From an optimization exercise on the open Yosys and OpenROAD flow, aimed at small area; shortcuts taken in it are not production practice. Function was checked by simulation only, so behaviour that the tests miss may differ from the original. No activity file was given, so power comes from the tool's default toggle rates.

Design accel_display, start of the top module:
module accel_display(
	input 		          		clk,         
	input 		          		reset_n,
	input 		     [1:0]		SW,
	input 		          		data_update,
	input 		     [15:0]		data_x,
	input 		     [15:0]		data_y,
	output		     [7:0]		HEX0,
	output		     [7:0]		HEX1,
	output		     [7:0]		HEX2,
	output		     [7:0]		HEX3,
	output		     [3:0]		VGA_B,
	output		     [3:0]		VGA_G,
	output		reg          	VGA_HS,
	output		     [3:0]		VGA_R,
	output		reg          	VGA_VS
);
	wire [9:0] fx, fy;
	wire [9:0] col, row;
	wire h_sync, v_sync, disp_ena;
	wire grey;
	reg [3:0] nsamp;
	reg       full;
	always @(posedge clk) begin
		if (!reset_n) begin
			nsamp <= 4'd0;
			full  <= 1'b0;
		end else if (data_update) begin
			nsamp <= nsamp + 4'd1;
			if (nsamp == 4'd15)
				full <= 1'b1;
		end
	end
	reg valid;
	always @(*) begin
		case (SW)
			2'b00: valid = full || (nsamp != 4'd0);
			2'b01: valid = full || (nsamp >= 4'd2);
			2'b10: valid = full || (nsamp >= 4'd4);
			default: valid = full;
		endcase
	end
	smoothFilter x_axis (.clock(clk), .reset_n(reset_n), .enable(VGA_HS), .select(SW), .valid(valid),
	                     .data_in(data_x[13:0]), .data_update(data_update), .smooth_out(fx));
	smoothFilter y_axis (.clock(clk), .reset_n(reset_n), .enable(VGA_VS), .select(SW), .valid(valid),
	                     .data_in(data_y[13:0]), .data_update(data_update), .smooth_out(fy));
	vga_controller control (.pixel_clk(clk), .reset_n(reset_n), .h_sync(h_sync),
  ...
Size in the first run: about 1700 cells after synthesis, roughly 83 I/O pins.
Settings: LEC_CHECK=0, ABC_AREA=1, CAP_MARGIN=20, CORE_MARGIN=2, CORE_UTILIZATION=60, PLACE_DENSITY=0.75, SLEW_MARGIN=20; clock period 20.0 ns.
standard.sh (not shown) runs the stock make flow with config.mk's settings and CLKGATE_MAP_FILE= SYNTH_SCRIPT=/design/flow/synth_recipe.tcl, a recipe that flattens the netlist after the stock synthesis.
==> flow/flow/run.sh <==
#!/bin/bash
# Layout flow: the standard ORFS flow, with
#  - the combinational logic of the standard synthesis re-mapped by ABC for
#    area (flip-flops kept as they are: same instances, names and cells),
#  - port buffers of the smallest buffer,
#  - a clock tree of clkbuf_8 without dummy loads.
# Each tool's full output goes to a log file here (the ORFS steps also keep
# theirs under orfs/logs).
set -euo pipefail
W=$(pwd)
export BUFFER_PORTS_ARGS="-buffer_cell sky130_fd_sc_hd__buf_1"
export CTS_ARGS="-sink_clustering_enable -repair_clock_nets -dont_use_dummy_load -buf_list {sky130_fd_sc_hd__clkbuf_4 sky130_fd_sc_hd__clkbuf_8} -sink_clustering_size 12 -sink_clustering_max_diameter 50"
bash standard.sh synth > "$W/synth_make.log" 2>&1
RES="$W/orfs/results/$FLOW_PLATFORM/accel_display/base"
cp "$RES/1_2_yosys.v" "$W/standard_synth.v"
LIB="$FLOW_HOME/platforms/$FLOW_PLATFORM/lib/sky130_fd_sc_hd__tt_025C_1v80.lib" \
NETLIST="$W/standard_synth.v" TOP="$FLOW_TOP" ABCSCRIPT="$W/flow/resyn.abc" \
OUT="$W/resyn.v" yosys -c "$W/flow/resyn.tcl" > "$W/resyn.log" 2>&1
cp "$W/resyn.v" "$RES/1_2_yosys.v"
rm -f "$RES/1_synth.odb" "$RES/1_synth.sdc"
bash standard.sh > "$W/layout_make.log" 2>&1
==> flow/flow/resyn.abc <==
strash
dch -f
map -a
mfs2
strash
dch -f
map -a
mfs2
strash
dch -f
map -a
mfs2
strash
dch -f
map -a
mfs2
strash
dch -f
map -a
topo
dnsize -c
==> flow/flow/resyn.tcl <==
# Re-map the combinational logic of the standard synthesis for area.
# Flip-flops and tie cells stay as they are (same instances, names and
# types); every other cell is turned back into logic and mapped again by ABC.
yosys -import
set lib $::env(LIB)
read_liberty -ignore_miss_func $lib
read_verilog $::env(NETLIST)
hierarchy -top $::env(TOP)
# flip-flops, latches, tie cells and anything else ABC cannot map stay as cells
blackbox *__df* *__edf* *__sdf* *__sedf* *__dl* *__sdl* *__conb* *__tap* *__fill* *__decap* *__diode* *__probe* *__lpflow* *__ebuf* *__einv* *__clkdlybuf* *__dlygate* *__dlymetal*
flatten
opt_clean -purge
stat -liberty $lib
abc -liberty $lib -dont_use sky130_fd_sc_hd__probe_p_8 -dont_use sky130_fd_sc_hd__probec_p_8 -dont_use sky130_fd_sc_hd__lpflow_* -script $::env(ABCSCRIPT)
opt_clean -purge
hilomap -singleton -hicell sky130_fd_sc_hd__conb_1 HI -locell sky130_fd_sc_hd__conb_1 LO
yosys rename -enumerate
stat -liberty $lib
check
write_verilog -noattr -noexpr -nohex -nodec $::env(OUT)
The starting point passed the timing, design-rule and antenna checks.
Edit:
==> flow/run.sh (new file) <==
#!/bin/bash
# synth_recipe.tcl (not shown) runs the flow's synth.tcl, then flattens the netlist and writes it again
# the make line also repeats each setting of config.mk as NAME=value (left out here)
make -C /OpenROAD-flow-scripts/flow DESIGN_CONFIG=/design/flow/config.mk WORK_HOME=/design/flow/orfs CLKGATE_MAP_FILE= SYNTH_SCRIPT=/design/flow/synth_recipe.tcl finish
--- a/flow/config.mk
+++ b/flow/config.mk
@@ -11,0 +12,3 @@
+export CTS_BUF_LIST = sky130_fd_sc_hd__clkbuf_8
+export CTS_CLUSTER_DIAMETER = 60
+export CTS_CLUSTER_SIZE = 20
removed: flow/flow/run.sh
removed: flow/flow/resyn.abc
removed: flow/flow/resyn.tcl
removed: flow/standard.sh
=> The changed run completed with no timing, DRC or antenna violations; cell area went up by roughly a tenth; clock skew went down by 12 ps; core utilization went down by 0.50 points; via count went up by about a fifth; power went up by roughly a tenth; maximum frequency went up by a quarter to a third.
Edit:
==> flow/flow/run.sh (new file) <==
#!/bin/bash
# Layout flow: the standard ORFS flow, with
#  - the combinational logic of the standard synthesis re-mapped by ABC for
#    area (flip-flops kept as they are: same instances, names and cells),
#  - port buffers of the smallest buffer,
#  - a clock tree of clkbuf_8 without dummy loads.
# Each tool's full output goes to a log file here (the ORFS steps also keep
# theirs under orfs/logs).
set -euo pipefail
W=$(pwd)
export BUFFER_PORTS_ARGS="-buffer_cell sky130_fd_sc_hd__buf_1"
export CTS_ARGS="-sink_clustering_enable -repair_clock_nets -dont_use_dummy_load -buf_list sky130_fd_sc_hd__clkbuf_16 -sink_clustering_size 30 -sink_clustering_max_diameter 80"
bash standard.sh synth > "$W/synth_make.log" 2>&1
RES="$W/orfs/results/$FLOW_PLATFORM/accel_display/base"
cp "$RES/1_2_yosys.v" "$W/standard_synth.v"
LIB="$FLOW_HOME/platforms/$FLOW_PLATFORM/lib/sky130_fd_sc_hd__tt_025C_1v80.lib" \
NETLIST="$W/standard_synth.v" TOP="$FLOW_TOP" ABCSCRIPT="$W/flow/resyn.abc" \
OUT="$W/resyn.v" yosys -c "$W/flow/resyn.tcl" > "$W/resyn.log" 2>&1
cp "$W/resyn.v" "$RES/1_2_yosys.v"
rm -f "$RES/1_synth.odb" "$RES/1_synth.sdc"
bash standard.sh > "$W/layout_make.log" 2>&1
==> flow/flow/resyn.abc (new file) <==
strash
dch -f
map -a
mfs2
strash
dch -f
map -a
mfs2
strash
dch -f
map -a
mfs2
strash
dch -f
map -a
mfs2
strash
dch -f
map -a
topo
dnsize -c
==> flow/flow/resyn.tcl (new file) <==
# Re-map the combinational logic of the standard synthesis for area.
# Flip-flops and tie cells stay as they are (same instances, names and
# types); every other cell is turned back into logic and mapped again by ABC.
yosys -import
set lib $::env(LIB)
read_liberty -ignore_miss_func $lib
read_verilog $::env(NETLIST)
hierarchy -top $::env(TOP)
# flip-flops, latches, tie cells and anything else ABC cannot map stay as cells
blackbox *__df* *__edf* *__sdf* *__sedf* *__dl* *__sdl* *__conb* *__tap* *__fill* *__decap* *__diode* *__probe* *__lpflow* *__ebuf* *__einv* *__clkdlybuf* *__dlygate* *__dlymetal*
flatten
opt_clean -purge
stat -liberty $lib
abc -liberty $lib -dont_use sky130_fd_sc_hd__probe_p_8 -dont_use sky130_fd_sc_hd__probec_p_8 -dont_use sky130_fd_sc_hd__lpflow_* -script $::env(ABCSCRIPT)
opt_clean -purge
hilomap -singleton -hicell sky130_fd_sc_hd__conb_1 HI -locell sky130_fd_sc_hd__conb_1 LO
yosys rename -enumerate
stat -liberty $lib
check
write_verilog -noattr -noexpr -nohex -nodec $::env(OUT)
==> flow/standard.sh (new file) <==
#!/bin/bash
# synth_recipe.tcl (not shown) runs the flow's synth.tcl, then flattens the netlist and writes it again
# the make line also repeats each setting of config.mk as NAME=value (left out here)
make -C /OpenROAD-flow-scripts/flow DESIGN_CONFIG=/design/flow/config.mk WORK_HOME=/design/flow/orfs CLKGATE_MAP_FILE= SYNTH_SCRIPT=/design/flow/synth_recipe.tcl "${@:-finish}"
--- a/flow/config.mk
+++ b/flow/config.mk
@@ -12,3 +11,0 @@
-export CTS_BUF_LIST = sky130_fd_sc_hd__clkbuf_8
-export CTS_CLUSTER_DIAMETER = 60
-export CTS_CLUSTER_SIZE = 20
removed: flow/run.sh
Outcome:
- The changed run ran to the end with no violations
- routed wire length came out lower by about 13%
- count of clock-buffer cells in the layout came out lower by 18
- non-clock buffer count increases by 1
Edit:
==> flow/flow/run.sh (replaced) <==
#!/bin/bash
# Layout flow: the standard ORFS flow, with
#  - the combinational logic of the standard synthesis re-mapped by ABC for
#    area, with a few ABC scripts, keeping the smallest result (flip-flops
#    stay as they are: same instances, names and cells),
#  - port buffers of the smallest buffer,
#  - a clock tree without dummy loads.
# Each tool's full output goes to a log file here (the ORFS steps also keep
# theirs under orfs/logs).
set -euo pipefail
W=$(pwd)
export BUFFER_PORTS_ARGS="-buffer_cell sky130_fd_sc_hd__buf_1"
export CTS_ARGS="-sink_clustering_enable -repair_clock_nets -dont_use_dummy_load -buf_list sky130_fd_sc_hd__clkbuf_8 -sink_clustering_size 20 -sink_clustering_max_diameter 60"
bash standard.sh synth > "$W/synth_make.log" 2>&1
RES="$W/orfs/results/$FLOW_PLATFORM/accel_display/base"
cp "$RES/1_2_yosys.v" "$W/standard_synth.v"
for i in 1 2 3 4; do
  LIB="$FLOW_HOME/platforms/$FLOW_PLATFORM/lib/sky130_fd_sc_hd__tt_025C_1v80.lib" \
  NETLIST="$W/standard_synth.v" TOP="$FLOW_TOP" ABCSCRIPT="$W/flow/resyn$i.abc" \
  OUT="$W/resyn$i.v" yosys -c "$W/flow/resyn.tcl" > "$W/resyn$i.log" 2>&1 &
done
wait || true
best=""
bestarea=""
for i in 1 2 3 4; do
  [[ -s "$W/resyn$i.v" ]] || continue
  a=$(grep "Chip area" "$W/resyn$i.log" | tail -1 | awk '{print $NF}')
  [[ -n "$a" ]] || continue
  if [[ -z "$best" ]] || awk -v a="$a" -v b="$bestarea" 'BEGIN{exit !(a<b)}'; then
    best=$i; bestarea=$a
  fi
done
echo "resynthesis: script $best, area $bestarea" > "$W/resyn_choice.log"
if [[ -n "$best" ]]; then
  cp "$W/resyn$best.v" "$RES/1_2_yosys.v"
  rm -f "$RES/1_synth.odb" "$RES/1_synth.sdc"
fi
bash standard.sh > "$W/layout_make.log" 2>&1
==> flow/flow/resyn1.abc (new file) <==
strash
dch -f
map -a
mfs2
strash
dch -f
map -a
mfs2
strash
dch -f
map -a
mfs2
strash
dch -f
map -a
mfs2
strash
dch -f
map -a
topo
dnsize -c
==> flow/flow/resyn2.abc (new file) <==
strash
dch -f
map -a
mfs2
strash
dch -f
map -a
mfs2
strash
dch -f
map -a
topo
dnsize -c
==> flow/flow/resyn3.abc (new file) <==
strash
&get -n
&dch -f
&nf -a
&put
mfs2
strash
dch -f
map -a
mfs2
strash
dch -f
map -a
mfs2
strash
dch -f
map -a
topo
dnsize -c
==> flow/flow/resyn4.abc (new file) <==
strash
dch -f
map -a
mfs2
strash
dch -f
map -a
mfs2
strash
dch -f
map -a
mfs2
strash
dch -f
map -a
mfs2
strash
dch -f
map -a
mfs2
strash
dch -f
map -a
mfs2
strash
dch -f
map -a
topo
dnsize -c
--- a/flow/config.mk
+++ b/flow/config.mk
@@ -11,2 +11,2 @@
-export CORE_UTILIZATION = 60
-export PLACE_DENSITY = 0.75
+export CORE_UTILIZATION = 65
+export PLACE_DENSITY = 0.8
removed: flow/flow/resyn.abc
Outcome:
- total power shrinks by 2.5%
- synthesized area does not change
- utilization grows by 4.4 points
- non-clock buffer count grows by 2
- critical path depth shrinks by 2
- register-to-register slack loses 360 ps
Edit:
--- a/flow/flow/run.sh
+++ b/flow/flow/run.sh
@@ -4 +4 @@
-#    area, with a few ABC scripts, keeping the smallest result (flip-flops
+#    area, with six ABC scripts, keeping the smallest result (flip-flops
@@ -17 +17 @@
-for i in 1 2 3 4; do
+for i in 1 2 3 4 5 6; do
@@ -25 +25 @@
-for i in 1 2 3 4; do
+for i in 1 2 3 4 5 6; do
==> flow/flow/resyn5.abc (new file) <==
strash
&get -n
&synch2
&put
strash
dch -f
map -a
mfs2
strash
dch -f
map -a
mfs2
strash
dch -f
map -a
mfs2
strash
dch -f
map -a
mfs2
strash
dch -f
map -a
topo
dnsize -c
==> flow/flow/resyn6.abc (new file) <==
strash
&get -n
&synch2
&put
strash
dch -f
map -a
mfs2
strash
dch -f
map -a
mfs2
strash
dch -f
map -a
mfs2
strash
dch -f
map -a
mfs2
strash
dch -f
map -a
mfs2
strash
dch -f
map -a
mfs2
strash
dch -f
map -a
topo
dnsize -c
--- a/flow/config.mk
+++ b/flow/config.mk
@@ -11,2 +11,2 @@
-export CORE_UTILIZATION = 65
-export PLACE_DENSITY = 0.8
+export CORE_UTILIZATION = 60
+export PLACE_DENSITY = 0.75
What happened:
- The new run completed without violations
- global-route usage went down by 1.5 points
- sequential share of layout area stays flat
- die area is higher by a little under a tenth
- clock skew is lower by 10 ps
- wire length climbs slightly
- combinational power hardly moves
- utilization falls by 4.8 points
- count of clock-buffer cells in the layout went down by 2
Edit:
==> flow/flow/run.sh (replaced) <==
#!/bin/bash
# Layout flow: the standard ORFS flow, with
#  - the combinational logic of the standard synthesis re-mapped by ABC for
#    area (flip-flops kept as they are: same instances, names and cells),
#  - port buffers of the smallest buffer,
#  - a clock tree of clkbuf_8 without dummy loads.
# Each tool's full output goes to a log file here (the ORFS steps also keep
# theirs under orfs/logs).
set -euo pipefail
W=$(pwd)
export BUFFER_PORTS_ARGS="-buffer_cell sky130_fd_sc_hd__buf_1"
export CTS_ARGS="-sink_clustering_enable -repair_clock_nets -dont_use_dummy_load -buf_list sky130_fd_sc_hd__clkbuf_4 -sink_clustering_size 9 -sink_clustering_max_diameter 40"
bash standard.sh synth > "$W/synth_make.log" 2>&1
RES="$W/orfs/results/$FLOW_PLATFORM/accel_display/base"
cp "$RES/1_2_yosys.v" "$W/standard_synth.v"
LIB="$FLOW_HOME/platforms/$FLOW_PLATFORM/lib/sky130_fd_sc_hd__tt_025C_1v80.lib" \
NETLIST="$W/standard_synth.v" TOP="$FLOW_TOP" ABCSCRIPT="$W/flow/resyn.abc" \
OUT="$W/resyn.v" yosys -c "$W/flow/resyn.tcl" > "$W/resyn.log" 2>&1
cp "$W/resyn.v" "$RES/1_2_yosys.v"
rm -f "$RES/1_synth.odb" "$RES/1_synth.sdc"
bash standard.sh > "$W/layout_make.log" 2>&1
==> flow/flow/resyn.abc (new file) <==
strash
dch -f
map -a
mfs2
strash
dch -f
map -a
mfs2
strash
dch -f
map -a
mfs2
strash
dch -f
map -a
mfs2
strash
dch -f
map -a
topo
dnsize -c
removed: flow/flow/resyn1.abc
removed: flow/flow/resyn2.abc
removed: flow/flow/resyn3.abc
removed: flow/flow/resyn4.abc
removed: flow/flow/resyn5.abc
removed: flow/flow/resyn6.abc
After rerunning: Count of clock-buffer cells in the layout rises by 40. Register-to-register slack is worse by 1300 ps. Flip-flop and latch count does not change.

* * *

Starting RTL as in the previous note.
export LEC_CHECK = 0
export ABC_AREA = 1
export CAP_MARGIN = 20
export CORE_MARGIN = 2
export CORE_UTILIZATION = 60
export PLACE_DENSITY = 0.75
export SLEW_MARGIN = 20
create_clock -name core_clock -period 20.0 [get_ports {clk}]
==> flow/flow/run.sh <==
#!/bin/bash
# Layout flow: the standard ORFS flow with smaller port buffers, a clock
# tree of smaller buffers without dummy loads, and power (size) recovery
# after global routing. Each step's full output stays in orfs/logs; make's
# own output goes to flow_make.log here.
set -euo pipefail
cd "$(dirname "$0")/.."
export BUFFER_PORTS_ARGS="-buffer_cell sky130_fd_sc_hd__buf_1"
export CTS_ARGS="-sink_clustering_enable -repair_clock_nets -dont_use_dummy_load -buf_list {sky130_fd_sc_hd__clkbuf_8 sky130_fd_sc_hd__clkbuf_16} -sink_clustering_size 30 -sink_clustering_max_diameter 100"
export RECOVER_POWER=100
bash standard.sh > flow_make.log 2>&1
The first run produced a layout that fails on max-capacitance violations, max-slew violations.
Edit:
--- a/flow/flow/run.sh
+++ b/flow/flow/run.sh
@@ -8,3 +8,3 @@
 export BUFFER_PORTS_ARGS="-buffer_cell sky130_fd_sc_hd__buf_1"
-export CTS_ARGS="-sink_clustering_enable -repair_clock_nets -dont_use_dummy_load -buf_list {sky130_fd_sc_hd__clkbuf_8 sky130_fd_sc_hd__clkbuf_16} -sink_clustering_size 30 -sink_clustering_max_diameter 100"
+export CTS_ARGS="-sink_clustering_enable -repair_clock_nets -dont_use_dummy_load -buf_list sky130_fd_sc_hd__clkbuf_8 -sink_clustering_size 20 -sink_clustering_max_diameter 60"
 export RECOVER_POWER=100
Effect:
- The new run finished but fails on max-capacitance violations, max-slew violations
- final cell count rose by about 0.65%
- global-route usage rose by 0.27 points
- flip-flop and latch count is unchanged
- routed wire length stays flat
- clock-buffer cell count rose by 17
Edit:
==> flow/flow/run.sh (replaced) <==
#!/bin/bash
# Layout flow: the standard ORFS flow, with
#  - the combinational logic of the standard synthesis re-mapped by ABC for
#    area (flip-flops kept as they are: same instances, names and cells),
#  - port buffers of the smallest buffer,
#  - a clock tree of clkbuf_8 without dummy loads.
# Each tool's full output goes to a log file here (the ORFS steps also keep
# theirs under orfs/logs).
set -euo pipefail
W=$(pwd)
export BUFFER_PORTS_ARGS="-buffer_cell sky130_fd_sc_hd__buf_1"
export CTS_ARGS="-sink_clustering_enable -repair_clock_nets -dont_use_dummy_load -buf_list sky130_fd_sc_hd__clkbuf_8 -sink_clustering_size 20 -sink_clustering_max_diameter 60"
bash standard.sh synth > "$W/synth_make.log" 2>&1
RES="$W/orfs/results/$FLOW_PLATFORM/accel_display/base"
cp "$RES/1_2_yosys.v" "$W/standard_synth.v"
LIB="$FLOW_HOME/platforms/$FLOW_PLATFORM/lib/sky130_fd_sc_hd__tt_025C_1v80.lib" \
NETLIST="$W/standard_synth.v" TOP="$FLOW_TOP" ABCSCRIPT="$W/flow/resyn.abc" \
OUT="$W/resyn.v" yosys -c "$W/flow/resyn.tcl" > "$W/resyn.log" 2>&1
cp "$W/resyn.v" "$RES/1_2_yosys.v"
rm -f "$RES/1_synth.odb" "$RES/1_synth.sdc"
bash standard.sh > "$W/layout_make.log" 2>&1
==> flow/flow/resyn.abc (new file) <==
strash
dch -f
map -a
mfs2
strash
dch -f
map -a
mfs2
strash
dch -f
map -a
mfs2
strash
dch -f
map -a
mfs2
strash
dch -f
map -a
topo
dnsize -c
==> flow/flow/resyn.tcl (new file) <==
# Re-map the combinational logic of the standard synthesis for area.
# Flip-flops and tie cells stay as they are (same instances, names and
# types); every other cell is turned back into logic and mapped again by ABC.
yosys -import
set lib $::env(LIB)
read_liberty -ignore_miss_func $lib
read_verilog $::env(NETLIST)
hierarchy -top $::env(TOP)
# flip-flops, latches, tie cells and anything else ABC cannot map stay as cells
blackbox *__df* *__edf* *__sdf* *__sedf* *__dl* *__sdl* *__conb* *__tap* *__fill* *__decap* *__diode* *__probe* *__lpflow* *__ebuf* *__einv* *__clkdlybuf* *__dlygate* *__dlymetal*
flatten
opt_clean -purge
stat -liberty $lib
abc -liberty $lib -dont_use sky130_fd_sc_hd__probe_p_8 -dont_use sky130_fd_sc_hd__probec_p_8 -dont_use sky130_fd_sc_hd__lpflow_* -script $::env(ABCSCRIPT)
opt_clean -purge
hilomap -singleton -hicell sky130_fd_sc_hd__conb_1 HI -locell sky130_fd_sc_hd__conb_1 LO
yosys rename -enumerate
stat -liberty $lib
check
write_verilog -noattr -noexpr -nohex -nodec $::env(OUT)
The changed run finished clean.
Worst hold slack degrades by 0.030 ns.
Sequential cell count does not change.
Utilization increases by 2.2 points.
Design area decreases by 9.5%.
Setup slack degrades by 0.46 ns.

port drivers added, routing unchanged:
No port has a modelled driver above. Below, the same layouts with a new extraction and two added sets of constraints. Step 1 sets driving cells, clkbuf_16 on the clock port and buf_2 on the other inputs (assumed; they add their load-dependent delay and slew). Step 2 adds t to the input delays and takes it off the output delays; t is the mean of the earliest and latest rising clock arrival at the registers after step 1. Input paths then give back, and output paths get back, about the clock's delay inside the block. Slacks: ideal ports / drivers / drivers and shift; pairs: ideal ports / drivers.
run | shift t [ns] | slack for setup (ns) | hold WS [ns] | worst data-port slew with drivers (ns) | pins driven straight from the clock port
the first run of note 1 | 0.662 | 6.821 / 6.843 / 6.181 | 0.391 / 0.391 / 0.391 | 0.05 | 1
the second run of note 1 | 0.683 | 9.427 / 9.441 / 8.757 | 0.419 / 0.419 / 0.419 | 0.05 | 1
the third run of note 1 | 0.602 | 6.773 / 6.799 / 6.197 | 0.392 / 0.392 / 0.392 | 0.06 | 1
the fourth run of note 1 | 0.578 | 7.178 / 7.201 / 6.623 | 0.377 / 0.377 / 0.377 | 0.06 | 1
the fifth run of note 1 | 0.601 | 8.536 / 8.528 / 7.926 | 0.351 / 0.351 / 0.351 | 0.08 | 1
the sixth run of note 1 | 0.758 | 6.941 / 6.958 / 6.200 | 0.374 / 0.374 / 0.374 | 0.06 | 1
the first run of note 2 | 0.601 | 7.111 / 7.120 / 6.518 | 0.394 / 0.394 / 0.394 | 0.05 | 1
the second run of note 2 | 0.649 | 7.181 / 7.185 / 6.536 | 0.380 / 0.380 / 0.380 | 0.05 | 1
the third run of note 2 | 0.609 | 6.719 / 6.743 / 6.134 | 0.349 / 0.349 / 0.349 | 0.05 | 1
For the sixth run of note 1, which loses most, drivers alone change the setup slack by +0.017 ns; drivers and shift together by -0.741 ns.
